This is an optimization exercise on Yosys and OpenROAD, whose aim is small area, a short achievable clock period and few clock cycles per item, not a production implementation.
Where RTL was checked, it was by simulation tests only, not by an equivalence proof against the original.

== run 1 ==
Design CPU, start of the top module:
module CPU(
				clk,
			  rst_n,
		   IO_stall,
         awid_m_inf,
       awaddr_m_inf,
       awsize_m_inf,
      awburst_m_inf,
        awlen_m_inf,
      awvalid_m_inf,
      awready_m_inf,
        wdata_m_inf,
        wlast_m_inf,
       wvalid_m_inf,
       wready_m_inf,
          bid_m_inf,
        bresp_m_inf,
       bvalid_m_inf,
       bready_m_inf,
         arid_m_inf,
       araddr_m_inf,
        arlen_m_inf,
       arsize_m_inf,
      arburst_m_inf,
      arvalid_m_inf,
      arready_m_inf, 
          rid_m_inf,
        rdata_m_inf,
        rresp_m_inf,
        rlast_m_inf,
       rvalid_m_inf,
       rready_m_inf 
);
Size: about 5900 cells after synthesis, roughly 1000 flip-flops, about 230 I/O pins, about 61000 um^2 of cells after synthesis.
export LEC_CHECK = 0
export CAP_MARGIN = 20
export CORE_MARGIN = 2
export CORE_UTILIZATION = 55.0
export SETUP_SLACK_MARGIN = 5
export SLEW_MARGIN = 20
create_clock -name core_clock -period 10.0 [get_ports {clk}]
standard.sh (not shown) runs the stock make flow with config.mk's settings and CLKGATE_MAP_FILE= SYNTH_SCRIPT=/design/flow/synth_recipe.tcl, a recipe that flattens the netlist after the stock synthesis.
==> flow/flow/run.sh <==
#!/bin/bash
# Standard layout, with timing repair aiming for a larger setup margin.
set -euo pipefail
bash standard.sh SETUP_SLACK_MARGIN=5.75 finish > standard_flow.log 2>&1
Run 1: no failed stages, no open violations at the end
Testbench counts of run 1, summed over its fixed seeds: cycles 38,604, instructions 12,000.
Input-level comparison between run 2 and run 1:
Settings: PLACE_DENSITY newly set to 0.5.
==> flow/flow/run.sh <==
#!/bin/bash
# Standard layout, with timing repair aiming for a larger setup margin.
set -euo pipefail
bash standard.sh SETUP_SLACK_MARGIN=6 finish > standard_flow.log 2>&1
## What came out
- Per the comparison of run 2 with run 1, final setup slack of the worst path picked up an extra 0.19 ns, total number of sequential cells barely changed.
- Actual slew at the worst max-slew pin (run 2 over run 1): decrease, 0.048 ns
- Run 2 vs run 1, clock skew went down by 0.029 ns.
- Run 2 vs run 1, instance count: run 2 higher
- Per the comparison of run 2 with run 1, met1 track demand over resource now sits higher, final standard cell utilization of the core now sits higher, routed wire length now sits higher, wire length of the first global-routing pass now sits higher.
> inputs changed (run 2 -> run 3)
Settings: swapping 55.0 for 62.0 in CORE_UTILIZATION; swapping 0.5 for 0.75 in PLACE_DENSITY; putting CTS_CLUSTER_DIAMETER at 120 where nothing was set; putting CTS_CLUSTER_SIZE at 24 where nothing was set.
Findings:
Run 2 ended up with dm_addr[10] as its destination of the critical timing path; run 3 ended up with bd_two[7].
On multi-input combinational area share: run 3 sits above run 2.
Going from run 2 to run 3, wire length now smaller, total via count in the routed design higher, global-route wire length before repair fell by 3.7%, routed length on met3 went up.
Cmp run 3 vs run 2: met3 track demand over resource higher in run 3
Relative to run 3, the following input files were edited for run 4:
Settings: CORE_UTILIZATION: 62.0 -> 55.0; PLACE_DENSITY: 0.75 -> 0.7; CTS_CLUSTER_SIZE: 24 -> unset; CTS_CLUSTER_DIAMETER: 120 -> unset.
==> run summary <==
Run 3 has lower maximum number of pins on one net before global-route repair than run 4.
The higher number of diodes came out of run 4.
Lower final-layout worst hold slack goes to run 4 over run 3.
Compared with run 3, in run 4 final area +3.4%; synthesized instance count was more or less identical; TritonCTS buffer count higher.
Sort run 4 and run 3 by number of cells on the critical path, descending, and run 3 comes first.
Max freq run 3 -> run 4: degraded
Compared to run 3, run 4 shows a narrower setup margin.

* * *

Setup of oak:
Starting RTL as in the previous note.
Settings: LEC_CHECK=0, CAP_MARGIN=20, CORE_MARGIN=2, CORE_UTILIZATION=66.0, CTS_CLUSTER_DIAMETER=120, CTS_CLUSTER_SIZE=24, PLACE_DENSITY=0.78, SETUP_SLACK_MARGIN=5, SLEW_MARGIN=20; clock period 10.0 ns.
==> flow/flow/run.sh <==
#!/bin/bash
# Standard layout, with timing repair aiming for a larger setup margin.
set -euo pipefail
bash standard.sh SETUP_SLACK_MARGIN=6 finish > standard_flow.log 2>&1
Looking at the reports, oak completed the entire flow and the layout it produced met the timing, DRC and antenna checks.
Testbench counts of oak, summed over its fixed seeds: cycles 38,604, instructions 12,000.
--- input diff oak..pine ---
- PLACE_DENSITY changed from 0.78 to 0.7
- CORE_UTILIZATION changed from 66.0 to 55.0
Findings:
Timing, DRC, antenna: 0 failures across pine and oak. From oak to pine the numbers moved as follows: area share of buffers outside the clock network grew by 0.27 points, total via count after detailed routing went down, cell area after placement increased 380 um^2, global routing usage on met2 dropped 9.3 points, non-clock buffer count +24. pine vs oak — starting DRC count in detailed routing dropped about 13%. From oak to pine the numbers moved as follows: die area rose 20%. Cells: pine has more instances than oak.
> inputs changed (pine -> birch)
- CTS_CLUSTER_SIZE removed (was 24)
- PLACE_DENSITY changed from 0.7 to 0.75
- CTS_CLUSTER_DIAMETER removed (was 120)
In birch the count of clock buffers in the final design turned out 55 higher than in pine.
Against pine, birch comes in 1.9 points higher on global-route met3 utilization.
On shortest period the worst path allows, pine loses to birch.
The timing startpoint of the critical path comes out s_v in one run and bd_neg[1] in the other, namely in pine and birch respectively.
pine -> birch: arithmetic-cell share of the synthesized area counting full adders, half adders and majority gates delta 0, exact match
Delta (birch minus pine): final wirelength shows an increase of about 1.4%; timing-limited maximum frequency shows no meaningful change.
Summary: worst hold slack, birch worse than pine
Relative to pine, clock network area share increased by 3.1 points in birch.
Compared with pine, birch shows multi-input combinational cell area that has gone up slightly.
| worst-case setup margin in the final layout | birch vs pine | better |
Inputs modified between birch and maple:
- swapping 0.75 for 0.8 in PLACE_DENSITY
- Side by side, final core area utilization turned out higher in maple than in birch.
- Length of routed met2 wiring came out higher on maple than on birch.
- maple ended up with sky130_fd_sc_hd__o2111ai_1 as its highest-delay cell along the critical path; birch ended up with sky130_fd_sc_hd__a311oi_2.

* * *

Another version of the RTL of CPU (not shown whole).
Size in the first run: about 6,100 cells after synthesis, roughly 950 flip-flops, about 230 I/O pins, roughly 59,000 um^2 of cells after synthesis.
clock: 10.0 ns
lec_check: 0
cap_margin: 20
core_margin: 2
core_utilization: 55.0
setup_slack_margin: 5
slew_margin: 20
==> flow/flow/run.sh <==
#!/bin/bash
# Standard layout, with timing repair aiming for a larger setup margin.
set -euo pipefail
bash standard.sh SETUP_SLACK_MARGIN=6.5 finish > standard_flow.log 2>&1
Change:
==> flow/run.sh (new file) <==
#!/bin/bash
# synth_recipe.tcl (not shown) runs the flow's synth.tcl, then flattens the netlist and writes it again
# the make line also repeats each setting of config.mk as NAME=value (left out here)
make -C /OpenROAD-flow-scripts/flow DESIGN_CONFIG=/design/flow/config.mk WORK_HOME=/design/flow/orfs CLKGATE_MAP_FILE= SYNTH_SCRIPT=/design/flow/synth_recipe.tcl finish
removed: flow/flow/run.sh
removed: flow/standard.sh
What happened: Clock-buffer cell count came out higher by 2; routed wire length came out lower by about a fifth; final cell count came out lower by a few percent; synthesized cell count stays the same; die area does not change; maximum frequency came out higher slightly; utilization came out lower by 11 points; area after synthesis stays the same; sequential share of layout area came out higher by 5.2 points; global-route usage came out lower by 4.5 points.
No run of this note included a check of the RTL's function; only the layout flow was run.

* * *

Setup of rev 12:
RTL: one of the versions met above, not the one the previous note started from.
Size: ~5,900 cells after synthesis, roughly 230 I/O pins, roughly 0.061 mm² of cells after synthesis.
export LEC_CHECK = 0
export CAP_MARGIN = 20
export CORE_MARGIN = 2
export CORE_UTILIZATION = 55.0
export CTS_CLUSTER_DIAMETER = 120
export CTS_CLUSTER_SIZE = 30
export PLACE_DENSITY = 0.7
export SETUP_SLACK_MARGIN = 5
export SLEW_MARGIN = 20
create_clock -name core_clock -period 10.0 [get_ports {clk}]
==> flow/flow/run.sh <==
#!/bin/bash
# Standard layout, with timing repair aiming for a larger setup margin.
set -euo pipefail
bash standard.sh SETUP_SLACK_MARGIN=6 finish > standard_flow.log 2>&1
Rev 12 completed every stage of the flow, and the final layout passed the timing, DRC and antenna checks.
Testbench counts of rev 12, summed over its fixed seeds: cycles 38,604, instructions 12,000.
[inputs] rev 13 vs rev 12
# rev 12
export LEC_CHECK = 0
export CAP_MARGIN = 20
export CORE_MARGIN = 2
export CORE_UTILIZATION = 55.0
export CTS_CLUSTER_DIAMETER = 120
export CTS_CLUSTER_SIZE = 30
export PLACE_DENSITY = 0.7
export SETUP_SLACK_MARGIN = 5
export SLEW_MARGIN = 20
create_clock -name core_clock -period 10.0 [get_ports {clk}]
# rev 13
export LEC_CHECK = 0
export CAP_MARGIN = 20
export CORE_MARGIN = 2
export CORE_UTILIZATION = 55.0
export SETUP_SLACK_MARGIN = 5
export SLEW_MARGIN = 20
create_clock -name core_clock -period 10.0 [get_ports {clk}]
Notes after the runs:
- Compared with rev 12, in rev 13 maximum number of pins on one net before global-route repair now sits lower; global routing usage summed across all routing layers saw an increase; final critical delay including setup and external delays fell 0.040 ns; layout-stage area growth over the synthesis result up 4.6 points.
- Setup slack of the critical path after layout up 0.040 ns in rev 13 wrt rev 12

* * *

CPU again, from the RTL that the note above started with.
Settings: LEC_CHECK=0, CAP_MARGIN=20, CORE_MARGIN=2, CORE_UTILIZATION=55.0, SETUP_SLACK_MARGIN=5, SLEW_MARGIN=20, TNS_END_PERCENT=10; clock period 10.0 ns.
Scripts as last shown in full above: flow/flow/run.sh
The baseline finished with timing, DRC and antenna clean.
Testbench counts at the start, summed over its fixed seeds: cycles 38,604, instructions 12,000.
Then changed:
==> flow/flow/run.sh (replaced) <==
#!/bin/bash
# Standard layout, with timing repair aiming for a larger setup margin.
set -euo pipefail
bash standard.sh SETUP_SLACK_MARGIN=5.5 finish > standard_flow.log 2>&1
- TNS_END_PERCENT: 10 -> default
=> The new run produced a clean layout. Synthesized cell count stays the same. Critical path depth increases by 1. Core utilization decreases by 1.0 points. Synthesized area stays the same. Cell area decreases slightly. Flip-flop and latch count stays the same. Worst setup slack is worse by 0.28 ns. Global-route usage decreases by 0.28 points.
Then changed:
==> flow/flow/run.sh (replaced) <==
#!/bin/bash
# Standard layout, with timing repair aiming for a larger setup margin.
set -euo pipefail
bash standard.sh SETUP_SLACK_MARGIN=6 finish > standard_flow.log 2>&1
- CTS_CLUSTER_DIAMETER: default -> 120
- CTS_CLUSTER_SIZE: default -> 20
- PLACE_DENSITY: default -> 0.7
- worst setup slack gets better by 0.48 ns
- die area stays the same
- hold slack stays flat
- final area hardly moves
- synthesized cell count stays the same
- wire length goes down slightly
- critical path depth drops by 1
- clock skew climbs by 0.0040 ns
- first-iteration DRC count grows by a few percent

* * *

Another version of the RTL of CPU (not shown whole).
Size in the first run: about 5700 cells after synthesis, roughly 1100 flip-flops, roughly 230 I/O pins, ~61000 um2 of cells after synthesis.
clock: 10.0 ns
lec_check: 0
cap_margin: 20
core_margin: 2
core_utilization: 80
setup_slack_margin: 5
slew_margin: 20
==> flow/flow/run.sh <==
#!/bin/bash
# Standard layout, with timing repair aiming for a larger setup margin.
set -euo pipefail
bash standard.sh SETUP_SLACK_MARGIN=6.3 finish > standard_flow.log 2>&1
The baseline failed in 5_1_grt.
Rerun with:
Settings changed: CORE_UTILIZATION 80 to 55.0.
The new run finished clean.
Area after synthesis does not change.
Synthesized cell count does not change.
No functional check of the RTL was part of any run of this note.

## separate check: timing with driven ports
In the flow no input, the clock included, has a driving cell. The finished layouts below were timed again as built, in two steps.
Step 1 sets driving cells, clkbuf_16 on the clock port and buf_2 on the other inputs (assumed; they add their load-dependent delay and slew).
Step 2, shift: input delay + t, output delay - t, t = (earliest + latest rising clock arrival at the registers) / 2. This alone moves slack from input paths to output paths.
Slacks: ideal / step 1 / step 2; pairs: ideal / step 1.
run | t, ns | slack for setup (ns) | worst hold slack (ns) | worst setup path after step 2 | cell pins on the clock port's net
run 1 | 0.786 | 5.798 / 5.826 / 5.057 | 0.326 / 0.326 / 0.326 | input to register | 1
run 2 | 0.786 | 5.984 / 5.984 / 5.303 | 0.324 / 0.324 / 0.324 | input to register | 1
run 3 | 0.753 | 6.020 / 6.020 / 5.414 | 0.336 / 0.336 / 0.336 | input to register | 1
run 4 | 0.787 | 5.967 / 5.967 / 5.350 | 0.321 / 0.321 / 0.321 | input to register | 1
oak | 0.736 | 5.977 / 5.984 / 5.288 | 0.330 / 0.330 / 0.330 | input to register | 1
pine | 0.791 | 5.947 / 5.947 / 5.378 | 0.335 / 0.335 / 0.335 | input to register | 1
birch | 0.791 | 5.958 / 5.958 / 5.371 | 0.302 / 0.302 / 0.302 | input to register | 1
maple | 0.794 | 5.624 / 5.624 / 5.238 | 0.270 / 0.270 / 0.270 | input to register | 1
the first run of note 3 | 0.790 | 4.280 / 4.280 / 4.019 | 0.324 / 0.324 / 0.324 | input to register | 1
the second run of note 3 | 0.774 | 4.359 / 4.359 / 4.040 | 0.316 / 0.316 / 0.316 | input to register | 1
rev 12 | 0.756 | 5.944 / 5.944 / 5.376 | 0.339 / 0.339 / 0.339 | input to register | 1
rev 13 | 0.786 | 5.984 / 5.984 / 5.303 | 0.324 / 0.324 / 0.324 | input to register | 1
the first run of note 5 | 0.800 | 5.749 / 5.749 / 5.332 | 0.328 / 0.328 / 0.328 | input to register | 1
the second run of note 5 | 0.790 | 5.468 / 5.468 / 4.784 | 0.328 / 0.328 / 0.328 | input to register | 1
the third run of note 5 | 0.780 | 5.946 / 5.946 / 5.347 | 0.327 / 0.327 / 0.327 | input to register | 1
the second run of note 6 | 0.814 | 6.126 / 6.126 / 5.566 | 0.307 / 0.307 / 0.307 | input to register | 1
After both steps every run listed still meets setup and hold. For run 1, which loses most, drivers alone change the setup slack by +0.028 ns; drivers and shift together by -0.741 ns.
